This is an optimization exercise on Yosys and OpenROAD, whose aim is small area and a short achievable clock period, not a production implementation.
The RTL was checked by simulation tests, not by an equivalence proof against the original design.

## conv3x3_unit
module conv3x3_unit(clk, rst, in_valid, in0, in1, in2, in3, in4, in5, in6, in7, in8, out_valid, result);
For scale: ~14000 cells after synthesis, ~320 I/O pins, about 100000 um2 of cells after synthesis.
clock: 125.0 ns
lec_check: 0
abc_area: 1
cap_margin: 20
core_margin: 2
core_utilization: 50
cts_cluster_diameter: 60
cts_cluster_size: 30
place_density: 0.65
slew_margin: 20
synth_hierarchical: 1
standard.sh (not shown) runs the stock make flow with config.mk's settings and CLKGATE_MAP_FILE= SYNTH_SCRIPT=/design/flow/synth_recipe.tcl, a recipe that flattens the netlist after the stock synthesis.
==> flow/flow/run.sh <==
#!/bin/bash
set -euo pipefail
F=$(cd "$(dirname "$0")" && pwd)
PORTS="BUFFER_PORTS_ARGS=-buffer_cell sky130_fd_sc_hd__buf_1"
# CTS as standard (config.mk's cluster settings), without dummy loads
CTS="CTS_ARGS=-sink_clustering_enable -repair_clock_nets -dont_use_dummy_load -sink_clustering_size 30 -sink_clustering_max_diameter 60"
bash standard.sh "$PORTS" "$CTS" synth > flow_make_synth.log 2>&1
R=orfs/results/${FLOW_PLATFORM:-sky130hd}/conv3x3_unit/base
cp $R/1_2_yosys.v $R/1_2_yosys_standard.v
LIB=$FLOW_HOME/platforms/${FLOW_PLATFORM:-sky130hd}/lib/sky130_fd_sc_hd__tt_025C_1v80.lib
bash "$F/reabc.sh" $R/1_2_yosys_standard.v $R/1_2_yosys.v "$LIB" "$(cat "$F/dont_use.txt")" reabc_yosys.log
rm -f $R/1_synth.odb $R/1_synth.sdc
bash standard.sh "$PORTS" "$CTS" SETUP_SLACK_MARGIN=99.8 cts > flow_make_cts.log 2>&1
bash standard.sh "$PORTS" "$CTS" SETUP_SLACK_MARGIN=97 finish > flow_make_finish.log 2>&1
==> flow/flow/reabc.script <==
strash
dch
map -D 23000
strash
dch
map -D 23000
topo
buffer -c
upsize -D 23000
dnsize -D 23000
stime -c
==> flow/flow/reabc.sh <==
#!/bin/bash
# reabc.sh NETLIST_IN NETLIST_OUT LIB DONTUSE_LIST LOG
# Maps the combinational logic of a synthesized netlist again with ABC (reabc.script:
# area recovery with a delay target). Flip-flops, adder cells and ports stay as they
# are, and so does all logic in the input cone of the first stage's sum registers
# (s2_q), the pipeline's slowest stage, which keeps the standard synthesis's mapping.
set -euo pipefail
IN=$1; OUT=$2; LIB=$3; DU=$4; LOG=$5
D=$(cd "$(dirname "$0")" && pwd)
DUARGS=""
for c in $DU; do DUARGS="$DUARGS -dont_use $c"; done
TYPES=$(grep -o '^ *sky130_fd_sc_hd__[a-z0-9_]*' "$IN" | sort -u | grep -v 'dfxtp\|__fa_\|__ha_' || true)
{
  echo "read_liberty -ignore_miss_func $LIB"
  echo "read_verilog $IN"
  echo "hierarchy -top conv3x3_unit"
  echo "select -set keep c:s2_q* %ci*"
  for t in $TYPES; do echo "chtype -map $t ${t}__keep @keep"; done
  echo "setattr -mod -set keep_hierarchy 1 sky130_fd_sc_hd__fa_1 sky130_fd_sc_hd__ha_1 sky130_fd_sc_hd__dfxtp_1"
  echo "flatten"
  echo "blackbox sky130_fd_sc_hd__fa_1 sky130_fd_sc_hd__ha_1 sky130_fd_sc_hd__dfxtp_1"
  echo "opt_clean"
  echo "abc -liberty $LIB $DUARGS -script $D/reabc.script"
  echo "opt_clean -purge"
  for t in $TYPES; do echo "chtype -map ${t}__keep $t"; done
  echo "stat -liberty $LIB"
  echo "write_verilog -noattr -nohex -nodec -selected $OUT"
} > "$OUT.ys"
yosys -l "$LOG" -q "$OUT.ys" > /dev/null
Other scripts of this flow, unchanged in this note and not shown: flow/flow/dont_use.txt
==> next run, changes <==
==> flow/flow/reabc.script (replaced) <==
strash
dch
map -D 23000
strash
dch
amap -m
topo
buffer -c
upsize -D 23000
dnsize -D 23000
stime -c
After rerunning: The new run ran to the end with no violations. Setup slack improves by 39 ps. Final area went down by 1.8%. Non-clock buffer count is higher by 122.
==> next run, changes <==
--- a/flow/flow/run.sh
+++ b/flow/flow/run.sh
@@ -10,3 +10,3 @@
 LIB=$FLOW_HOME/platforms/${FLOW_PLATFORM:-sky130hd}/lib/sky130_fd_sc_hd__tt_025C_1v80.lib
-bash "$F/reabc.sh" $R/1_2_yosys_standard.v $R/1_2_yosys.v "$LIB" "$(cat "$F/dont_use.txt")" reabc_yosys.log
+bash "$F/reabc.sh" $R/1_2_yosys_standard.v $R/1_2_yosys.v "$LIB" "$(cat "$F/dont_use.txt")" reabc_yosys.log "${FLOW_SDC:-constraint.sdc}" 103.0
 rm -f $R/1_synth.odb $R/1_synth.sdc
==> flow/flow/keep_sta.tcl (new file) <==
# Lists the cells with an output on a path slower than the threshold (slack below
# KEEP_SLACK at the design's clock), which reabc.sh leaves as synthesis mapped them.
read_lef $::env(KEEP_TECH_LEF)
read_lef $::env(KEEP_SC_LEF)
read_liberty $::env(KEEP_LIB)
read_verilog $::env(KEEP_NETLIST)
link_design conv3x3_unit
read_sdc $::env(KEEP_SDC)
set th $::env(KEEP_SLACK)
set f [open $::env(KEEP_OUT) w]
set n 0
foreach c [get_cells *] {
  set crit 0
  foreach p [get_pins -of_objects $c -filter "direction == output"] {
    set s [get_property $p slack_max]
    if {$s ne "INF" && $s < $th} { set crit 1 }
  }
  if {$crit} { puts $f "conv3x3_unit/[get_full_name $c]"; incr n }
}
close $f
puts "kept $n cells"
--- a/flow/flow/reabc.sh
+++ b/flow/flow/reabc.sh
@@ -1,10 +1,9 @@
 #!/bin/bash
-# reabc.sh NETLIST_IN NETLIST_OUT LIB DONTUSE_LIST LOG
-# Maps the combinational logic of a synthesized netlist again with ABC (reabc.script:
-# area recovery with a delay target). Flip-flops, adder cells and ports stay as they
-# are, and so does all logic in the input cone of the first stage's sum registers
-# (s2_q), the pipeline's slowest stage, which keeps the standard synthesis's mapping.
 set -euo pipefail
-IN=$1; OUT=$2; LIB=$3; DU=$4; LOG=$5
+IN=$1; OUT=$2; LIB=$3; DU=$4; LOG=$5; SDC=$6; KS=$7
 D=$(cd "$(dirname "$0")" && pwd)
+PL=$(dirname "$(dirname "$LIB")")
+KEEP_TECH_LEF=$PL/lef/sky130_fd_sc_hd.tlef KEEP_SC_LEF=$PL/lef/sky130_fd_sc_hd_merged.lef KEEP_LIB=$LIB \
+KEEP_NETLIST=$IN KEEP_SDC=$SDC KEEP_SLACK=$KS KEEP_OUT=$OUT.keep \
+  openroad -no_init -exit "$D/keep_sta.tcl" > "$LOG.sta" 2>&1
 DUARGS=""
@@ -16,3 +15,5 @@
   echo "hierarchy -top conv3x3_unit"
-  echo "select -set keep c:s2_q* %ci*"
+  echo "select -read $OUT.keep"
+  echo "select -set keep %"
+  echo "select -clear"
   for t in $TYPES; do echo "chtype -map $t ${t}__keep @keep"; done
After rerunning: Synthesized cell count is lower by 0.79%. Global-route usage is higher by 0.70 points. Via count is higher by 0.70%. Clock-buffer cell count is higher by 5. Non-clock buffer count is higher by 5. Worst setup slack got worse by 16 ps.
==> next run, changes <==
--- a/flow/flow/run.sh
+++ b/flow/flow/run.sh
@@ -10,3 +10,3 @@
 LIB=$FLOW_HOME/platforms/${FLOW_PLATFORM:-sky130hd}/lib/sky130_fd_sc_hd__tt_025C_1v80.lib
-bash "$F/reabc.sh" $R/1_2_yosys_standard.v $R/1_2_yosys.v "$LIB" "$(cat "$F/dont_use.txt")" reabc_yosys.log "${FLOW_SDC:-constraint.sdc}" 103.0
+bash "$F/reabc.sh" $R/1_2_yosys_standard.v $R/1_2_yosys.v "$LIB" "$(cat "$F/dont_use.txt")" reabc_yosys.log
 rm -f $R/1_synth.odb $R/1_synth.sdc
==> flow/flow/reabc.script (replaced) <==
strash
dch
map -D 23000
topo
buffer -c
upsize -D 23000
dnsize -D 23000
stime -c
--- a/flow/flow/reabc.sh
+++ b/flow/flow/reabc.sh
@@ -1,9 +1,10 @@
 #!/bin/bash
+# reabc.sh NETLIST_IN NETLIST_OUT LIB DONTUSE_LIST LOG
+# Maps the combinational logic of a synthesized netlist again with ABC (reabc.script:
+# area recovery with a delay target). Flip-flops, adder cells and ports stay as they
+# are, and so does all logic in the input cone of the first stage's sum registers
+# (s2_q), the pipeline's slowest stage, which keeps the standard synthesis's mapping.
 set -euo pipefail
-IN=$1; OUT=$2; LIB=$3; DU=$4; LOG=$5; SDC=$6; KS=$7
+IN=$1; OUT=$2; LIB=$3; DU=$4; LOG=$5
 D=$(cd "$(dirname "$0")" && pwd)
-PL=$(dirname "$(dirname "$LIB")")
-KEEP_TECH_LEF=$PL/lef/sky130_fd_sc_hd.tlef KEEP_SC_LEF=$PL/lef/sky130_fd_sc_hd_merged.lef KEEP_LIB=$LIB \
-KEEP_NETLIST=$IN KEEP_SDC=$SDC KEEP_SLACK=$KS KEEP_OUT=$OUT.keep \
-  openroad -no_init -exit "$D/keep_sta.tcl" > "$LOG.sta" 2>&1
 DUARGS=""
@@ -15,5 +16,3 @@
   echo "hierarchy -top conv3x3_unit"
-  echo "select -read $OUT.keep"
-  echo "select -set keep %"
-  echo "select -clear"
+  echo "select -set keep c:s2_q* %ci*"
   for t in $TYPES; do echo "chtype -map $t ${t}__keep @keep"; done
removed: flow/flow/keep_sta.tcl
The new run passed the timing, DRC and antenna checks.
Cell count goes up by about 12%.
First-iteration DRC count goes down by about 10%.
Count of clock-buffer cells in the layout goes up by 7.
Final area goes up by 2.6%.

[afterwards: timing with drivers on the ports]
The results above use ideal ports. As a check the final layouts listed here were re-extracted and re-timed, cells and wires unchanged.
Step 1, drivers: a clkbuf_16 drives clk and a buf_2 each remaining input, both assumed.
Step 2 adds t to the input delays and takes it off the output delays; t is the mean of the earliest and latest rising clock arrival at the registers after step 1. Input paths then give back, and output paths get back, about the clock's delay inside the block.
Slacks: ideal / step 1 / step 2; pairs: ideal / step 1.
run	t (ns)	setup WS [ns]	worst register clock-pin slew, ns
the first run	0.798	98.822 / 98.731 / 99.396	0.10 / 0.10
the second run	0.767	98.861 / 98.774 / 99.337	0.10 / 0.10
the third run	0.791	98.845 / 98.754 / 99.261	0.10 / 0.10
the fourth run	0.810	98.835 / 98.741 / 99.403	0.10 / 0.10
After both steps setup and hold are still met in every run listed.
